Source: an optimization exercise on an open RTL-to-GDS flow (aim: small area). Production flows keep margins and buffers that such runs may drop. Function was checked by simulation only, so behaviour that the tests miss may differ from the original. Power is estimated from default activity; no workload was simulated.

==> flow/design.v <==
module hash(data, hash, clk, rst);
input [63:0]data;
input rst;
input clk;
output reg [5:0]hash;
parameter reset = 0, hashing = 1;
reg state;
reg next_state;
integer ii;
always @* begin
	next_state = state;
	case(state)
		reset: begin
			hash = 10'd0;
			next_state = hashing;
		end
		hashing: begin
			hash = 10'd0;
			if(data[0]) begin
					hash = hash ^ 6'b101001;
			end
			if(data[1]) begin
					hash = hash ^ 6'b011011;
			end
			if(data[2]) begin
					hash = hash ^ 6'b000010;
			end
			if(data[3]) begin
					hash = hash ^ 6'b010110;
			end
			if(data[4]) begin
					hash = hash ^ 6'b000100;
			end
			if(data[5]) begin
					hash = hash ^ 6'b100101;
			end
			if(data[6]) begin
					hash = hash ^ 6'b010100;
			end
			if(data[7]) begin
					hash = hash ^ 6'b110011;
			end
			if(data[8]) begin
					hash = hash ^ 6'b100111;
			end
			if(data[9]) begin
					hash = hash ^ 6'b001011;
			end
			if(data[10]) begin
					hash = hash ^ 6'b110111;
			end
			if(data[11]) begin
					hash = hash ^ 6'b111010;
			end
			if(data[12]) begin
					hash = hash ^ 6'b000101;
			end
			if(data[13]) begin
					hash = hash ^ 6'b011111;
			end
			if(data[14]) begin
					hash = hash ^ 6'b101111;
			end
			if(data[15]) begin
					hash = hash ^ 6'b001101;
			end
			if(data[16]) begin
					hash = hash ^ 6'b100100;
			end
			if(data[17]) begin
					hash = hash ^ 6'b101100;
			end
			if(data[18]) begin
					hash = hash ^ 6'b101010;
			end
			if(data[19]) begin
					hash = hash ^ 6'b011010;
			end
			if(data[20]) begin
					hash = hash ^ 6'b110000;
			end
			if(data[21]) begin
					hash = hash ^ 6'b100001;
			end
			if(data[22]) begin
					hash = hash ^ 6'b101010;
			end
			if(data[23]) begin
					hash = hash ^ 6'b000111;
			end
			if(data[24]) begin
					hash = hash ^ 6'b111111;
			end
			if(data[25]) begin
					hash = hash ^ 6'b011111;
			end
			if(data[26]) begin
					hash = hash ^ 6'b101001;
			end
			if(data[27]) begin
					hash = hash ^ 6'b001101;
			end
			if(data[28]) begin
					hash = hash ^ 6'b001111;
			end
			if(data[29]) begin
					hash = hash ^ 6'b001111;
			end
			if(data[30]) begin
					hash = hash ^ 6'b011001;
			end
			if(data[31]) begin
					hash = hash ^ 6'b011111;
			end
			if(data[32]) begin
					hash = hash ^ 6'b001100;
			end
			if(data[33]) begin
					hash = hash ^ 6'b000110;
			end
			if(data[34]) begin
					hash = hash ^ 6'b001101;
			end
			if(data[35]) begin
					hash = hash ^ 6'b011000;
			end
			if(data[36]) begin
					hash = hash ^ 6'b010010;
			end
			if(data[37]) begin
					hash = hash ^ 6'b011111;
			end
			if(data[38]) begin
					hash = hash ^ 6'b101001;
			end
			if(data[39]) begin
					hash = hash ^ 6'b001010;
			end
			if(data[40]) begin
					hash = hash ^ 6'b010000;
			end
			if(data[41]) begin
					hash = hash ^ 6'b100111;
			end
			if(data[42]) begin
					hash = hash ^ 6'b001100;
			end
			if(data[43]) begin
					hash = hash ^ 6'b101011;
			end
			if(data[44]) begin
					hash = hash ^ 6'b111010;
			end
			if(data[45]) begin
					hash = hash ^ 6'b110101;
			end
			if(data[46]) begin
					hash = hash ^ 6'b101111;
			end
			if(data[47]) begin
					hash = hash ^ 6'b100010;
			end
			if(data[48]) begin
					hash = hash ^ 6'b001011;
			end
			if(data[49]) begin
					hash = hash ^ 6'b110010;
			end
			if(data[50]) begin
					hash = hash ^ 6'b101000;
			end
			if(data[51]) begin
					hash = hash ^ 6'b100000;
			end
			if(data[52]) begin
					hash = hash ^ 6'b000110;
			end
			if(data[53]) begin
					hash = hash ^ 6'b100000;
			end
			if(data[54]) begin
					hash = hash ^ 6'b110101;
			end
			if(data[55]) begin
					hash = hash ^ 6'b100100;
			end
			if(data[56]) begin
					hash = hash ^ 6'b000100;
			end
			if(data[57]) begin
					hash = hash ^ 6'b001011;
			end
			if(data[58]) begin
					hash = hash ^ 6'b001000;
			end
			if(data[59]) begin
					hash = hash ^ 6'b100001;
			end
			if(data[60]) begin
					hash = hash ^ 6'b010110;
			end
			if(data[61]) begin
					hash = hash ^ 6'b001010;
			end
			if(data[62]) begin
					hash = hash ^ 6'b111010;
			end
			if(data[63]) begin
					hash = hash ^ 6'b001000;
			end
		end
		default: begin
			hash = 10'd0;
			next_state = hashing;
		end
	endcase
end
always @(posedge clk, posedge rst) begin
	if(rst) begin	
		state <= reset;
	end
	else begin
		state <= next_state;
	end
end
endmodule
module fib_table(
    input [63:0] pit_in_prefix,
    input [7:0] pit_in_metadata,
    input rejected,
    input fib_out_bit,
    input start_send_to_pit,
    input [7:0] data_PIT_to_FIB,
    input RX_valid,
    input [7:0] data_SPI_to_FIB,
    input clk,
    input rst,
    output reg [63:0] pit_out_prefix,
    output reg prefix_ready,
    output reg [7:0] pit_out_metadata,
    output reg [7:0] data_FIB_to_PIT,
    output reg FIB_to_SPI_data_flag,  
    output reg [7:0] data_FIB_to_SPI
);
localparam HIGH = 1, LOW = 0;
reg [63:0] hashTable[63:0];
reg [63:0] hash_prefix_in;
reg [5:0] saved_hash_in;
wire [5:0] hash_value_in;
hash HASH_INCOMING(hash_prefix_in, hash_value_in, clk, rst);
parameter wait_state = 0, receive_metadata = 1, receive_prefix = 2, receive_data = 3, wait_for_response = 4, pass_data_to_pit = 5, get_hash_to_save_to_fib = 6, save_data_to_fib = 7;
reg [2:0] incoming_data_state;
reg [2:0] incoming_data_next_state;
reg [63:0] prefix_from_SPI;
reg [7:0] metadata_from_SPI;
reg [255:0] data_from_SPI;
reg isInterestPacket;
reg [2:0] prefix_byte_count;
reg [4:0] data_byte_count;
always @* begin
    incoming_data_next_state = 0;
    hash_prefix_in = 0;
    case (incoming_data_state)
        wait_state: begin
            if (RX_valid) begin
                incoming_data_next_state = receive_metadata;
            end
            else begin
                incoming_data_next_state = wait_state;
            end
        end 
        receive_metadata: begin
            incoming_data_next_state = receive_prefix;
        end
        receive_prefix: begin
            if(prefix_byte_count == 0) begin
                if (isInterestPacket) begin
                    incoming_data_next_state = get_hash_to_save_to_fib;
                end	
                else begin
                    incoming_data_next_state = receive_data;
                end
            end
            else begin
                incoming_data_next_state = receive_prefix;  
            end
        end
        receive_data: begin
            if(data_byte_count == 0) begin
                incoming_data_next_state = wait_for_response;
            end
            else begin
                incoming_data_next_state = receive_data;
            end
        end
        wait_for_response: begin
            if (rejected) begin
                incoming_data_next_state = get_hash_to_save_to_fib;
            end
            else if (start_send_to_pit) begin
                incoming_data_next_state = pass_data_to_pit;
            end
            else begin
                incoming_data_next_state = wait_for_response;
            end
        end
        pass_data_to_pit: begin
            if (data_byte_count == 0) begin
                incoming_data_next_state = get_hash_to_save_to_fib;
            end
            else begin
                incoming_data_next_state = pass_data_to_pit;
            end
        end
        get_hash_to_save_to_fib: begin
            hash_prefix_in = prefix_from_SPI;
            incoming_data_next_state = save_data_to_fib;
        end
        save_data_to_fib: begin
            incoming_data_next_state = wait_state;
        end
        default: begin
            incoming_data_next_state = wait_state;
        end
    endcase
end
integer i;
always@(posedge clk, posedge rst) begin
    if (rst) begin
        for (i=0; i<64; i=i+1) 
            hashTable[i] <= 10'b0000000000;
        incoming_data_state <= wait_state;
        prefix_from_SPI <= 0;
        metadata_from_SPI <= 0;
        data_from_SPI <= 0;
        prefix_byte_count <= 0;
        data_byte_count <= 0;
        isInterestPacket <= 0;
        saved_hash_in <= 0;
        prefix_ready <= 0;
        pit_out_metadata <= 0;
        pit_out_prefix <= 0;
        data_FIB_to_PIT <= 0;
    end
    else begin
        case (incoming_data_state)
            wait_state: begin
                prefix_byte_count <= 7;
                data_byte_count <= 31;
                isInterestPacket <= LOW;  
                incoming_data_state <= incoming_data_next_state;
            end
			receive_metadata: begin
				metadata_from_SPI <= data_SPI_to_FIB;
                isInterestPacket <= data_SPI_to_FIB[6];  
				incoming_data_state <= incoming_data_next_state;
			end
			receive_prefix: begin
                if(prefix_byte_count == 0) begin
                    if (isInterestPacket) begin
                        prefix_ready <= HIGH;
                        pit_out_metadata <= metadata_from_SPI;
                        pit_out_prefix <= (prefix_from_SPI << 8) + data_SPI_to_FIB;  
                    end	
                end
                prefix_from_SPI <= (prefix_from_SPI << 8) + data_SPI_to_FIB;
                prefix_byte_count <= prefix_byte_count - 1;
                incoming_data_state <= incoming_data_next_state;
			end
			receive_data: begin
                if (data_byte_count == 0) begin
                    prefix_ready <= HIGH;
                    pit_out_metadata <= metadata_from_SPI;
                    pit_out_prefix <= prefix_from_SPI;
                end
                data_from_SPI <= (data_from_SPI << 8) + data_SPI_to_FIB;
                data_byte_count <= data_byte_count - 1;
                incoming_data_state <= incoming_data_next_state;
			end 
            wait_for_response: begin
                prefix_ready <= LOW;
                incoming_data_state <= incoming_data_next_state;
                data_byte_count <= 31;
            end
            pass_data_to_pit: begin
                data_FIB_to_PIT <= data_from_SPI[255:248];
                data_from_SPI <= data_from_SPI << 8;
                data_byte_count <= data_byte_count - 1;
                incoming_data_state <= incoming_data_next_state;
            end
            get_hash_to_save_to_fib: begin
                prefix_ready <= LOW;
                saved_hash_in <= hash_value_in;
                incoming_data_state <= incoming_data_next_state;
            end
            save_data_to_fib: begin
                hashTable[metadata_from_SPI[5:0]][saved_hash_in] <= HIGH;
                incoming_data_state <= incoming_data_next_state;
            end
            default: begin
                incoming_data_state <= incoming_data_next_state;
            end
        endcase
    end
end
reg [63:0] hash_prefix_out;
reg [5:0] saved_hash_out;
wire [5:0] hash_value_out;
hash HASH_OUTGOING(hash_prefix_out, hash_value_out, clk, rst);
parameter get_hash = 1, check_for_valid_prefix = 2, send_meta_data_to_spi = 3, send_total_prefix_to_spi = 4, send_longest_prefix_to_spi = 5, receive_data_from_PIT = 6, send_data_to_spi = 7;
reg [2:0] outgoing_state;
reg [2:0] outgoing_next_state;
reg [63:0] prefix;
reg [5:0] length_of_prefix;
reg [7:0] metadata;
reg hashtable_value;
reg [63:0] total_prefix;
reg [2:0] longest_matching_prefix_count;
reg [2:0] total_prefix_count;
reg [255:0] data_to_send;
reg data_packet;
reg [4:0] pit_input_byte_counter;
reg [4:0] fib_to_spi_data_count;
always @* begin
    hashtable_value = 0;
    outgoing_next_state = 0;
    hash_prefix_out = 0;
    case (outgoing_state)
        wait_state: begin
            if (fib_out_bit && !start_send_to_pit) begin
                outgoing_next_state = get_hash;
            end
            else if(fib_out_bit && start_send_to_pit) begin
                outgoing_next_state = receive_data_from_PIT;
            end
            else begin
                outgoing_next_state = wait_state;
            end
        end
        get_hash: begin
            hash_prefix_out = prefix;
            outgoing_next_state = check_for_valid_prefix;
        end
        check_for_valid_prefix: begin
            hashtable_value = hashTable[length_of_prefix][saved_hash_out];
            if (hashtable_value) begin
                outgoing_next_state = send_meta_data_to_spi;
            end
            else if (length_of_prefix == 0) begin
                outgoing_next_state = send_meta_data_to_spi;
            end 
            else begin
                outgoing_next_state = get_hash;
            end
        end
        send_meta_data_to_spi: begin
            outgoing_next_state = send_total_prefix_to_spi;
        end
        send_total_prefix_to_spi: begin
            if (total_prefix_count == 0) begin
                if (data_packet) begin
                    outgoing_next_state = send_data_to_spi;
                end
                else begin
                    outgoing_next_state = send_longest_prefix_to_spi; 
                end 
            end
            else begin
                outgoing_next_state = send_total_prefix_to_spi;
            end
        end
        send_longest_prefix_to_spi: begin
            if (longest_matching_prefix_count == 0) begin
                outgoing_next_state = wait_state;
            end
            else begin
                outgoing_next_state = send_longest_prefix_to_spi;
            end
        end
        receive_data_from_PIT: begin
            if (pit_input_byte_counter == 0) begin
                outgoing_next_state = send_meta_data_to_spi;
            end
            else begin
                outgoing_next_state = receive_data_from_PIT;
            end
        end
        send_data_to_spi: begin
            if (fib_to_spi_data_count == 0) begin
                outgoing_next_state = wait_state;
            end
            else begin
                outgoing_next_state = send_data_to_spi;
            end
        end
        default: begin
            outgoing_next_state = wait_state;
        end
    endcase
end
always @(posedge clk, posedge rst) begin
	if (rst) begin
		outgoing_state <= LOW;
        prefix <= LOW;
        metadata <= LOW;
        saved_hash_out <= LOW;
        total_prefix <= LOW;
        total_prefix_count <= LOW;
        longest_matching_prefix_count <= LOW;
        data_packet <= LOW;
        data_to_send <= LOW;
        pit_input_byte_counter <= LOW;
        fib_to_spi_data_count <= LOW;
        FIB_to_SPI_data_flag <= LOW;
        length_of_prefix <= LOW;
        data_FIB_to_SPI <= LOW;
    end
    else begin
        case (outgoing_state)
            wait_state: begin
                prefix <= pit_in_prefix;
                length_of_prefix <= pit_in_metadata[5:0];
                outgoing_state <= outgoing_next_state;
                total_prefix <= pit_in_prefix;
                metadata <= pit_in_metadata;
                total_prefix_count <= 7;
                longest_matching_prefix_count <= 7;
                data_packet <= LOW;
                pit_input_byte_counter <= 31;
                fib_to_spi_data_count <= 31;
            end
            get_hash: begin
                saved_hash_out <= hash_value_out;
                outgoing_state <= outgoing_next_state;
            end
            check_for_valid_prefix: begin
                if (outgoing_next_state != send_meta_data_to_spi) begin
                    prefix[length_of_prefix] <= 0;
                    length_of_prefix <= length_of_prefix - 1;
                    outgoing_state <= outgoing_next_state;
                end
                else begin
                    FIB_to_SPI_data_flag <= HIGH;
                    outgoing_state <= outgoing_next_state;
                end
            end
            send_meta_data_to_spi: begin
                FIB_to_SPI_data_flag <= LOW;
                data_FIB_to_SPI <= metadata;
                outgoing_state <= outgoing_next_state;
            end
            send_total_prefix_to_spi: begin
                data_FIB_to_SPI <= total_prefix[63:56];  
                total_prefix <= total_prefix << 8;
                outgoing_state <= outgoing_next_state;
                total_prefix_count <= total_prefix_count - 1;
            end
            send_longest_prefix_to_spi: begin
                data_FIB_to_SPI <= prefix[63:56];  
                prefix <= prefix << 8;
                outgoing_state <= outgoing_next_state;
                longest_matching_prefix_count <= longest_matching_prefix_count - 1;
            end
            receive_data_from_PIT: begin
                if (pit_input_byte_counter == 0) begin
                    FIB_to_SPI_data_flag <= HIGH;
                end
                data_packet <= HIGH;
                data_to_send <= (data_to_send << 8) + data_PIT_to_FIB;
                outgoing_state <= outgoing_next_state;
                pit_input_byte_counter <= pit_input_byte_counter - 1;
            end
            send_data_to_spi: begin
                data_FIB_to_SPI <= data_to_send[255:248];     
                data_to_send <= data_to_send << 8;
                outgoing_state <= outgoing_next_state;
                fib_to_spi_data_count <= fib_to_spi_data_count - 1;
            end
            default: begin
                outgoing_state <= outgoing_next_state;
            end
    endcase
    end
end
endmodule
==> flow/run.sh <==
#!/bin/bash
# synth_recipe.tcl (not shown) runs the flow's synth.tcl, then flattens the netlist and writes it again
# the make line also repeats each setting of config.mk as NAME=value (left out here)
make -C /OpenROAD-flow-scripts/flow DESIGN_CONFIG=/design/flow/config.mk WORK_HOME=/design/flow/orfs CLKGATE_MAP_FILE= SYNTH_SCRIPT=/design/flow/synth_recipe.tcl finish
==> flow/config.mk <==
export PLATFORM = sky130hd
export DESIGN_NAME = fib_table
export DESIGN_NICKNAME = fib_table
export VERILOG_FILES = /design/flow/design.v
export SDC_FILE = /design/flow/constraint.sdc
export NUM_CORES = 8
export LEC_CHECK = 0
export CAP_MARGIN = 20
export CORE_MARGIN = 2
export CORE_UTILIZATION = 40
export SETUP_SLACK_MARGIN = 1.0
export SLEW_MARGIN = 50
==> flow/constraint.sdc <==
create_clock -name core_clock -period 7.0 [get_ports {clk}]
set_input_delay 1.4000 -clock core_clock [delete_from_list [all_inputs] [get_ports {clk}]]
set_output_delay 1.4000 -clock core_clock [all_outputs]
set_load 0.01 [all_outputs]
==> summary.txt <==
==> kinds of logic (layout without fill, tap and decap cells) <==
family	after synthesis	after routing	synth area share
xor+xnor	241	241	0.0106
simple gates	3196	3196	0.0753
other cells	1	151	0.0000185
flops	4957	4957	0.613
buf+inv	1618	2119	0.0312
compound gates	6618	6618	0.244
fa+ha+maj	18	18	0.00111
mux	461	461	0.0250
==> state kept, by name, summed over array words and instances, names as in the netlist, 8 cells and up <==
name and flops:
data_FIB_to_SPI 8, data_FIB_to_PIT 8, data_to_send 256, pit_out_metadata 8, metadata_from_SPI 8, data_from_SPI 256, hashTable 4096, metadata 8
prefix 64, total_prefix 64, pit_out_prefix 64, prefix_from_SPI 64
==> metrics by stage <==
step                TNS [ps]  instances
finish                     0      24467
global route               0      24322
CTS                        0      24296
detailed placement         0      23355
global placement       -9460      23168
floorplan                  -      17110
==> layout by cell type (no fill, tap or decap), drive strengths merged, types with 104 or more instances in the layout <==
master,Yosys,final
a22o,121,121
nand4,286,286
a31oi,112,112
diode,0,150
xnor2,202,202
a22oi,1410,1410
a2111oi,135,135
dfrtp,4957,4957
nand2,1376,1376
a21oi,148,148
mux2,357,357
and3,371,371
mux2i,104,104
nor2,348,348
o21bai,1339,1339
buf,218,953
a21o,2760,2760
clkdlybuf4s50,0,182
nand3,440,440
clkbuf,1357,790
o21ai,231,231
==> area by class of cell <==
type,count,area [µm²],area share
diodes,150,375,0.00157
clock buffers,785,15800,0.0660
clock inverters,151,2020,0.00842
inverters,43,165,0.000689
multi-input cells,10535,74800,0.312
flip-flops and latches,4957,124000,0.518
well taps,6706,8390,0.0350
repair buffers,1140,14100,0.0588
==> worst max-delay path, delay by kind of cell (launching register included) <==
kind / cells / cell delay (ps)
AND/OR/NAND/NOR: 6 / 2290
AO/OA/AOI/OAI: 6 / 2020
buffers and inverters: 4 / 960
flip-flops: 1 / 450
adder cells (fa/ha/maj): 1 / 370
==> power by group through the flow <==
| stage | combinational (mW) | sequential (mW) | clock, mW |
|---|---|---|---|
| after floorplan | 12.0 | 33.6 | 0 |
| after global placement | 20.8 | 33.8 | 0 |
| after detailed placement | 21.6 | 33.8 | 0 |
| after CTS | 21.8 | 33.3 | 29.1 |
| after global routing | 23.3 | 33.6 | 30.4 |
| final | 23.0 | 33.4 | 29.2 |
==> final timing paths <==
check / to / cells after the start
worst max register to register: prefix[61]$_DFFE_PP0P_ / 17
max in group asynchronous: hashTable[59][6]$_DFFE_PP0P_ / 8
worst min register to register: data_from_SPI[164]$_DFFE_PP0N_ / 2
worst min-delay path: data_from_SPI[164]$_DFFE_PP0N_ / 2
min in group asynchronous: total_prefix[18]$_DFFE_PP0P_ / 2
worst max-delay path: prefix[61]$_DFFE_PP0P_ / 17
==> routing by layer <==
metal | vias up | wire, µm
li1 | 62794 | -
met1 | 86891 | 352000
met2 | 17366 | 387000
met3 | 4995 | 164000
met4 | 52 | 89700
met5 | - | 918
==> what timing repair did <==
| item | 4_1_cts | 5_1_grt |
|---|---|---|
| hold endpoints to repair | 0 | 0 |
| setup endpoints to repair | 71 | 71 |
| setup buffers | 5 | 5 |
| hold buffers | 0 | 0 |
| resized for setup | 36 | 31 |
| pin swaps | 3 | 3 |
==> results list <==
* Core ar.: ~500000 µm²
- Switching power summed over all nets: 30.7 mW
* Maximum net fanout on the critical path: 63
- Final weighted congestion of routability-driven global placement: 0.996
- The worst setup path is captured at a flop.
- Number of clock sinks: slightly below 5000
- Slack of the critical path: roughly 720 ps
- Endpoints failing setup: 0
- Share of the core filled with cells: 0.475
- Maximum vdd ir drop: approximately 0.46 mV
- Net switching share of the total power: 0.359
* Area growth from synthesis to final layout: 18.4%
- For this run, global-route usage on met2 was measured as 0.504.
* Post-synth top area share: 0.613
* Initial detailed-routing violation count: between 20000 and 30000
* Clk network pwr share: 0.341
- In the post-synthesis netlist, the cell with the most instances is sky130_fd_sc_hd__dfrtp_1.
- For the pin with the worst max-slew slack, the measured transition is about 890 ps.
* Drt total wl: approximately 990 mm
* IO buf count: 183
- Min-Delay Startpoint: data_from_SPI[156]$_DFFE_PP0N_
- From left edge to right edge, the die measures between 700 and 800 µm.
- For flop-to-flop paths, the worst setup slack is approximately 720 ps.
- Delay of the slowest cell on the worst path: 660 ps
- The worst register-to-register path begins at length_of_prefix[0]$_DFFE_PP0P_.
- FMAX: around 160 MHz
- OpenSTA, run right after detailed placement, puts the worst setup slack at roughly 330 ps.
* CTS tree: built
- Of the total power, registers draw 0.390.
- The worst setup path is launched from a flop.
* Max Root-Sink Buffers: 4
- Time the worst path needs with I/O delays and setup: ~6300 ps
* Final Hold Viols: 0
* Y dimension of the die: 715 µm
* Outcome: complete, no violations
* Number of optimization iterations in the first detailed-route pass: 9
* Seq/Total Area, Yosys: 0.613
* # rows: between 200 and 300
* Hold Crit Class: flop to flop
- Leading post-synthesis cells by cell area: sky130_fd_sc_hd__dfrtp_1 61%, sky130_fd_sc_hd__a21o_1 10%, sky130_fd_sc_hd__a22oi_1 5.2%, sky130_fd_sc_hd__o21bai_1 5.0%, sky130_fd_sc_hd__nand2_1 2.5%
- The signal on the critical path passes through inv_1 -> ha_2 -> buf_4 -> and2_4 -> buf_6 -> and3_1 -> a2111oi_1 -> nand3_1 -> or4_4 -> nor4_4 -> o21bai_1 -> a311oi_1 -> o32ai_2 -> a311o_2 -> or2_2 -> buf_12 -> a31o_2.
- For met1 alone, demand over resource in global routing was 0.482.
* Largest net degree at the start of global routing: 138
- Setup Skew: approximately 80 ps
- The synthesized netlist contains just under 90 unique library cells.
- Aggregate global routing overflow: 0
- Dividing the final minimum period by the clock period gives 0.896.
- Tracing the worst setup path back leads to its startpoint at length_of_prefix[0]$_DFFE_PP0P_.
- Synth async-reset ratio: 1.00
- Cells after Synth: 17110
- Cell leakage power: 133 nW
- After detailed routing, the number of vias per cell comes to ~7.
* Arrival time reported for the critical path endpoint: roughly 7300 ps
- Post-synth top flop: sky130_fd_sc_hd__dfrtp_1
- The tool flagged a number of max-cap violations equal to 0.
* Vias after detailed routing: around 170k
- The synthesized design spends more area on one cell type than any other, namely sky130_fd_sc_hd__dfrtp_1.
* Clock insertion delay at the later pin of the skew report: 1130 ps
- Top cells by instance count after synthesis: 4957 x sky130_fd_sc_hd__dfrtp_1, 2760 x sky130_fd_sc_hd__a21o_1, 1410 x sky130_fd_sc_hd__a22oi_1, 1375 x sky130_fd_sc_hd__nand2_1, 1357 x sky130_fd_sc_hd__clkbuf_1
- Synth warn: 3
- The number of nets handed over by synthesis was 17222.
* Half-perimeter wire length after placement: approximately 600 mm
- Number of remaining DRC errors: 0
* Number of clock buffers inserted by TritonCTS: approximately 540
- Dividing the synthesized area by the synthesized cell count gives 11.8 µm².
* Clock slew at reported path FFs: approximately 60 ps
- Hold timing on the final database bottoms out at a slack of approximately 430 ps.
- Power Total: 85.5 mW
- In the final design database the tool counted approximately 17000 nets.
- Area after DPL: ~220000 µm²
- Max-slew headroom at the worst pin: 0.392
* Number of synthesized register bits: around 5000
- Data on the critical path is required at its endpoint by approximately 8000 ps.
- The number of antenna violations at the first check in global routing came to 114.
- Ratio of cells with drive above 1 in the final layout: 0.146
- The detail route stage leaves a number of antenna-violating nets equal to 0.
- Global-route total usage across every layer: 0.379
- Type of the worst setup path: flop to flop
- In this run the number of H-tree levels came out at 6.
- Max Slew Vio Count: 0
* EDFF count, synth: 0
* Design Area, Final: approximately 240000 µm²
- Routed wire per std cell: roughly 41 µm
* Slowest CP cell: sky130_fd_sc_hd__or4_4
* First-pass GRT wire length: roughly 1400 mm
* Busiest grt layer: met2
- Die Outline Area: 512000 µm²
* Number of top-level design ports: approximately 180
- For this design the ratio of total power to cell area is about 360 nW/µm².
- Internal cell power: about 55 mW
* Number of global-route vias before repair: 160338
* Area of the mapped netlist: 202000 µm²
- Setup repair after global routing missed its margin: no
- For this configuration, the core starts out at a cell density of 0.401.
- CTS root buffer: sky130_fd_sc_hd__clkbuf_16
- The layout has between 40000 and 50000 filler cells.
* Global Route met3 Usage: 0.176
* Part of the power in combinational logic: 0.269

[port drivers added, routing unchanged]
The flow's constraints put no driver on any port. The routed layout listed below was extracted and timed again, unchanged, in two steps. Step 1 assumes that a clkbuf_16 drives the clock port and a buf_2 every other input. Step 2, shift: input delay + t, output delay - t, t = (earliest + latest rising clock arrival at the registers) / 2. This alone moves slack from input paths to output paths. a / b / c = ideal ports / drivers / drivers and shift; a / b = the first two.
t (ns): 1.223
setup WS [ns]: 0.725 / 0.725 / 0.725
worst register clock-pin slew, ns: 0.07 / 0.07
After both steps setup and hold are still met in this run. The setup slack of this run moves by 0.000 ns with the drivers and by 0.000 ns with both steps.
